This design comes from an exercise in tuning for small area on the open sky130 flow, not from production work. Function was checked by simulation only, so behaviour that the tests miss may differ from the original.

## flow/design.v (module list and top-level ports; edited modules follow where they fit)
// module gf_mac: 36 lines
// module feedback_ckt: 9 lines
// module degree_computation: 41 lines
// module euclidean_cell: 57 lines
// module euclidean_4cells: 88 lines
// module chien_search_p16_t8: 1995 lines
// module correct_module_4cells_p16: 440 lines
// module bch_kes_chien: 10 lines
module bch_kes_chien(clk, rstn, start, gsynd,
                     aadd1, aadd2, aadd3, aadd4, aadd5, aadd6, aadd7, aadd8);
  // ...
==> flow/run.sh <==
#!/bin/bash
# synth_recipe.tcl (not shown) runs the flow's synth.tcl, then flattens the netlist and writes it again
# the make line also repeats each setting of config.mk as NAME=value (left out here)
make -C /OpenROAD-flow-scripts/flow DESIGN_CONFIG=/design/flow/config.mk WORK_HOME=/design/flow/orfs CLKGATE_MAP_FILE= SYNTH_SCRIPT=/design/flow/synth_recipe.tcl finish
==> flow/config.mk <==
export PLATFORM = sky130hd
export DESIGN_NAME = bch_kes_chien
export DESIGN_NICKNAME = bch_kes_chien
export VERILOG_FILES = /design/flow/design.v
export SDC_FILE = /design/flow/constraint.sdc
export NUM_CORES = 4
export LEC_CHECK = 0
export CAP_MARGIN = 20
export CORE_MARGIN = 2
export CORE_UTILIZATION = 40
export CTS_CLUSTER_DIAMETER = 100
export CTS_CLUSTER_SIZE = 25
export SLEW_MARGIN = 20
==> flow/constraint.sdc <==
create_clock -name core_clock -period 8.0 [get_ports {clk}]
set_input_delay 1.6000 -clock core_clock [delete_from_list [all_inputs] [get_ports {clk}]]
set_output_delay 1.6000 -clock core_clock [all_outputs]
set_load 0.01 [all_outputs]
==> results.sh, run 1 <==
export IMPL_syn_avg_cell_area_um2=9.04
export IMPL_largestClassByArea="multi-input combinational cells"
export IMPL_finalCritPeriodShare=0.647
export IMPL_finalSetupTns_ns=0
export IMPL_io_buffers=119
export IMPL_drc_errors=0
export IMPL_final_area_um2=115000
export IMPL_critPathTopFamily="XOR/XNOR gates"
export IMPL_cts_tree="yes"
export IMPL_grt_pass1_vias=73600
export IMPL_yosysSeqAreaShare=0.328
export IMPL_outcome="finished clean"
export IMPL_max_slew_margin=0.0871
export IMPL_grt_start_max_net_pins=105
export IMPL_met2_length_mm=163
export IMPL_max_stage_delay_ns=0.88
export IMPL_final_min_clock_period_ns=5.17
export IMPL_yosys_top_cells_count="xnor2_1 (4120), nand2_1 (1896), dfxtp_1 (1183)"
export IMPL_num_nonclk_inverters=97
export IMPL_wl_met1_mm=181
export IMPL_multi_input_cells=9430
export IMPL_clock_path_buffers=3
export IMPL_nClkBuffers=115
export IMPL_bufAreaShareNonClock=0.0305
export IMPL_tapCellCount=3552
export IMPL_max_freq_mhz=193
export IMPL_worstPathMaxFanout=12
export IMPL_multi_input_area_um2=69100
export IMPL_muxShareOfSynthArea=0.0410
export IMPL_crit_path_end="u_core.chien.x[16]"
export IMPL_route_vias_total=78700
export IMPL_highest_layer="met5"
==> run 2, diff against run 1 <==
==> flow/flow/run.sh (new file) <==
#!/bin/bash
# Standard layout, except that after the standard synthesis every 3-input
# XOR/XNOR cell is replaced by two 2-input cells (smaller area; same function,
# same registers). Each tool's output goes to a log file in this folder.
set -euo pipefail
here=$(pwd)
res="$here/orfs/results/${FLOW_PLATFORM:-sky130hd}/bch_kes_chien/base"
bash standard.sh synth > "$here/flow_synth.log" 2>&1
python3 flow/split3.py "$res/1_2_yosys.v" > "$here/flow_split3.log" 2>&1
rm -f "$res/1_synth.odb" "$res/1_synth.sdc"
bash standard.sh > "$here/flow_layout.log" 2>&1
==> flow/flow/split3.py (new file) <==
#!/usr/bin/env python3
"""Rewrite a Yosys-mapped sky130hd netlist in place: every 3-input XOR/XNOR
cell (xor3_N, xnor3_N) becomes two 2-input cells, which take less area:
  xor3(A,B,C)  -> xor2(A,B)=t ; xor2(t,C)
  xnor3(A,B,C) -> xor2(A,B)=t ; xnor2(t,C)
Nothing else changes (registers keep their names and cells)."""
import re, sys
path = sys.argv[1]
src = open(path).read()
inst = re.compile(r'(^[ \t]*)sky130_fd_sc_hd__(xor3|xnor3)_\d+\s+(\S+)\s*\((.*?)\);', re.S | re.M)
pin = re.compile(r'\.(\w+)\s*\(((?:[^()]|\([^()]*\))*)\)')
count = {'xor3': 0, 'xnor3': 0}
def repl(m):
    ind, kind, name, body = m.group(1), m.group(2), m.group(3), m.group(4)
    pins = {p: n.strip() for p, n in pin.findall(body)}
    a, b, c, x = pins['A'], pins['B'], pins['C'], pins['X']
    count[kind] += 1
    t = '_split3_%d_' % (count['xor3'] + count['xnor3'])
    base = name.rstrip()
    out = '%swire %s;\n' % (ind, t)
    out += '%ssky130_fd_sc_hd__xor2_1 %s_s1 (.A(%s ),\n    .B(%s ),\n    .X(%s ));\n' % (ind, base, a, b, t)
    if kind == 'xor3':
        out += '%ssky130_fd_sc_hd__xor2_1 %s_s2 (.A(%s ),\n    .B(%s ),\n    .X(%s ));' % (ind, base, t, c, x)
    else:
        out += '%ssky130_fd_sc_hd__xnor2_1 %s_s2 (.A(%s ),\n    .B(%s ),\n    .Y(%s ));' % (ind, base, t, c, x)
    return out
new = inst.sub(repl, src)
open(path, 'w').write(new)
print('split %d xor3 and %d xnor3 cells' % (count['xor3'], count['xnor3']))
==> flow/standard.sh (new file) <==
#!/bin/bash
# synth_recipe.tcl (not shown) runs the flow's synth.tcl, then flattens the netlist and writes it again
# the make line also repeats each setting of config.mk as NAME=value (left out here)
make -C /OpenROAD-flow-scripts/flow DESIGN_CONFIG=/design/flow/config.mk WORK_HOME=/design/flow/orfs CLKGATE_MAP_FILE= SYNTH_SCRIPT=/design/flow/synth_recipe.tcl "${@:-finish}"
removed: flow/run.sh
==> run 2 against run 1 <==
- core utilization is 0.22 points higher
- cell area is 0.20% lower
- cell count is 0.44% higher
- register-to-register slack better by 0.10 ns
- flip-flop and latch count stayed put
- sequential share of layout area is 0.062 points higher
- setup slack better by 0.10 ns
- clock skew is 0.012 ns lower
- fmax is 2.1% higher
- critical path type unchanged
- largest cell class unchanged
- highest routed layer unchanged
==> results.sh, run 2 <==
export IMPL_outcome="finished clean"
export IMPL_path_cells="xnor2_1 -> xor2_1 -> xnor2_1 -> xor2_1 -> xnor2_1 -> xnor2_1 -> xor2_1 -> xnor2_1 -> xor2_1 -> or3_1 -> a2111oi_1 -> a31oi_1"
export IMPL_mostFrequentLayoutCell="xnor2_1"
export IMPL_cts_clk_slew_worst_paths_ns=0.10
export IMPL_grtUsageTotal=0.282
export IMPL_cpMostUsedCell="xnor2_1"
export IMPL_highest_layer="met5"
export IMPL_cts_num_sinks=1588
export IMPL_area_growth_pct=7.78
export IMPL_clock_latency_ns=0.80
export IMPL_drt_wl_total_mm=394
export IMPL_seq_area_um2=35100
export IMPL_cts_setup_buffers=0
export IMPL_start_util=0.403
export IMPL_via_per_inst=5.12
export IMPL_dp_hpwl_mm=295
export IMPL_slowest_stage="xor2_1"
export IMPL_cp_start_kind="flop"
export IMPL_cp_data_required_time_ns=8.63
export IMPL_grt_pass1_wl_mm=560
export IMPL_setup_ws_ns=2.93
export IMPL_dr_pass1_iters=6
export IMPL_critPathTopFamily="XOR/XNOR gates"
export IMPL_pre_cts_ws_ns=3.09
export IMPL_yosysWarnings=8
export IMPL_setup_viol=0
export IMPL_fill_cells=26100
export IMPL_cp_num_buf_inv=0
export IMPL_die_y_um=521
export IMPL_cp_arrival_ns=5.70
export IMPL_route_vias_total=78500
export IMPL_max_stage_delay_ns=0.86
export IMPL_cts_buffers=83
export IMPL_grt_pass1_vias=73500
export IMPL_final_min_clock_period_ns=5.07
export IMPL_met3WireLength_mm=36.6
export IMPL_multi_input_area_um2=68800
export IMPL_mappedNetlistArea_um2=107000
export IMPL_drc_errors=0
export IMPL_clockRootBuffer="clkbuf_16"
export IMPL_die_w_um=521
export IMPL_cts_resized=0
export IMPL_io_buffers=119
export IMPL_max_freq_mhz=197
export IMPL_gp_congestion=1.07
export IMPL_hold_violations=0
export IMPL_core_area_um2=265000
export IMPL_max_slew_margin=0.151
export IMPL_antenna_found_initial=12
export IMPL_layout_common_cells="xnor2_1 (4153), nand2_1 (1896), dfxtp_1 (1176)"
export IMPL_ioPinCount=120
export IMPL_slew_violations=0
export IMPL_fp_dieArea_um2=271000
export IMPL_drtIter0Drc=9589
export IMPL_cts_tree="yes"
export IMPL_finalSetupTns_ns=0
export IMPL_syn_avg_cell_area_um2=8.96
export IMPL_worstMarginPinSlew_ns=1.27
export IMPL_critPathCaptureType="flop"
export IMPL_htreeDepth=3
export IMPL_clock_path_buffers=3
export IMPL_rows=189
export IMPL_rsz0062_at_grt="false"
export IMPL_cts_hold_buf=0
export IMPL_met2_length_mm=163
export IMPL_grt_start_max_net_pins=93
export IMPL_syn_nets=12000
export IMPL_fin_worst_skew_ns=0.0680
export IMPL_drive_gt1_frac=0.0915
export IMPL_max_cap_viol_count=0
export IMPL_final_nets=11800
export IMPL_wire_per_inst_um=25.7
export IMPL_syn_inst=11900
export IMPL_ant_nets=0
export IMPL_worstPathMaxFanout=13
export IMPL_hold_class="flop to flop"
export IMPL_finalCritPeriodShare=0.634
export IMPL_wl_met1_mm=179
export IMPL_critPathKind="flop to flop"
export IMPL_overflow=0
-- run 2: path summary, 6_finish.rpt --
path | endpoint | from | cells after the start | slack [ns]
setup / recovery | u_core.chien.x[1] | u_core.chien.col7[4] | 12 | 2.93
hold / removal | u_core.euclidean.LLL[17] | u_core.euclidean.LLL[4] | 0 | 0.31
setup reg to reg | u_core.chien.x[1] | u_core.chien.col7[4] | 12 | 2.93
hold reg to reg | u_core.euclidean.LLL[17] | u_core.euclidean.LLL[4] | 0 | 0.31
max in group asynchronous | u_core.err_count[10] | rstn | 2 | 5.92
min in group asynchronous | u_core.start_eu | rstn | 1 | 0.84
-- run 2: final cells by class --
type                    instances  share of cell area
multi-input cells            9500               0.598
flip-flops and latches       1588               0.305
well taps                    3533              0.0384
repair buffers                449              0.0319
clock buffers                 114              0.0192
clock inverters                26             0.00388
inverters                      97             0.00316
diodes                         10            0.000217
-- run 2: routing by layer --
metal / global-route usage / vias to the layer above
met4: 0.0953 / 2
li1: - / 36500
met2: 0.411 / 3515
met3: 0.0569 / 609
met5: 0 / -
met1: 0.411 / 37800
-- run 2: worst register-to-register path, delay by kind of cell, from the launching register on --
kind	cells	cell delay [ns]
simple gates	1	0.37
compound gates	2	0.62
flops	1	0.74
xor+xnor	9	3.18
-- run 2: stage by stage --
stage / instance area (µm²) / hold WS, ns / cells / util
final: 115000 / 0.310 / 15300 / 0.434
after global routing: 115000 / 0.306 / 15300 / 0.434
after CTS: 115000 / 0.309 / 15300 / 0.433
after detailed placement: 112000 / 0.312 / 15200 / 0.423
after global placement: 112000 / 0.310 / 15200 / 0.423
after floorplan: 107000 / 0.310 / 11900 / -

-- separate check: timing with driven ports --
Ports are ideal in the flow. The routed layouts listed here were re-timed in OpenROAD. Step 1 assumes that a clkbuf_16 drives the clock port and a buf_2 every other input. Step 2 times the ports against the registers' clock, not the clock port: input delays grow and output delays shrink by t, the midpoint of the rising clock arrivals with the driver on. Slacks: ideal ports / drivers / drivers and shift; pairs: ideal ports / drivers.
| run | shift t [ns] | slack for setup (ns) | hold WS [ns] | slew at the worst register clock pin (ns) | pins driven straight from the clock port |
|---|---|---|---|---|---|
| run 1 | 0.843 | 2.826 / 2.826 / 2.826 | 0.304 / 0.304 / 0.304 | 0.11 / 0.11 | 1 |
| run 2 | 0.849 | 2.931 / 2.931 / 2.931 | 0.310 / 0.310 / 0.310 | 0.11 / 0.11 | 1 |
After both steps every run listed still meets setup and hold.
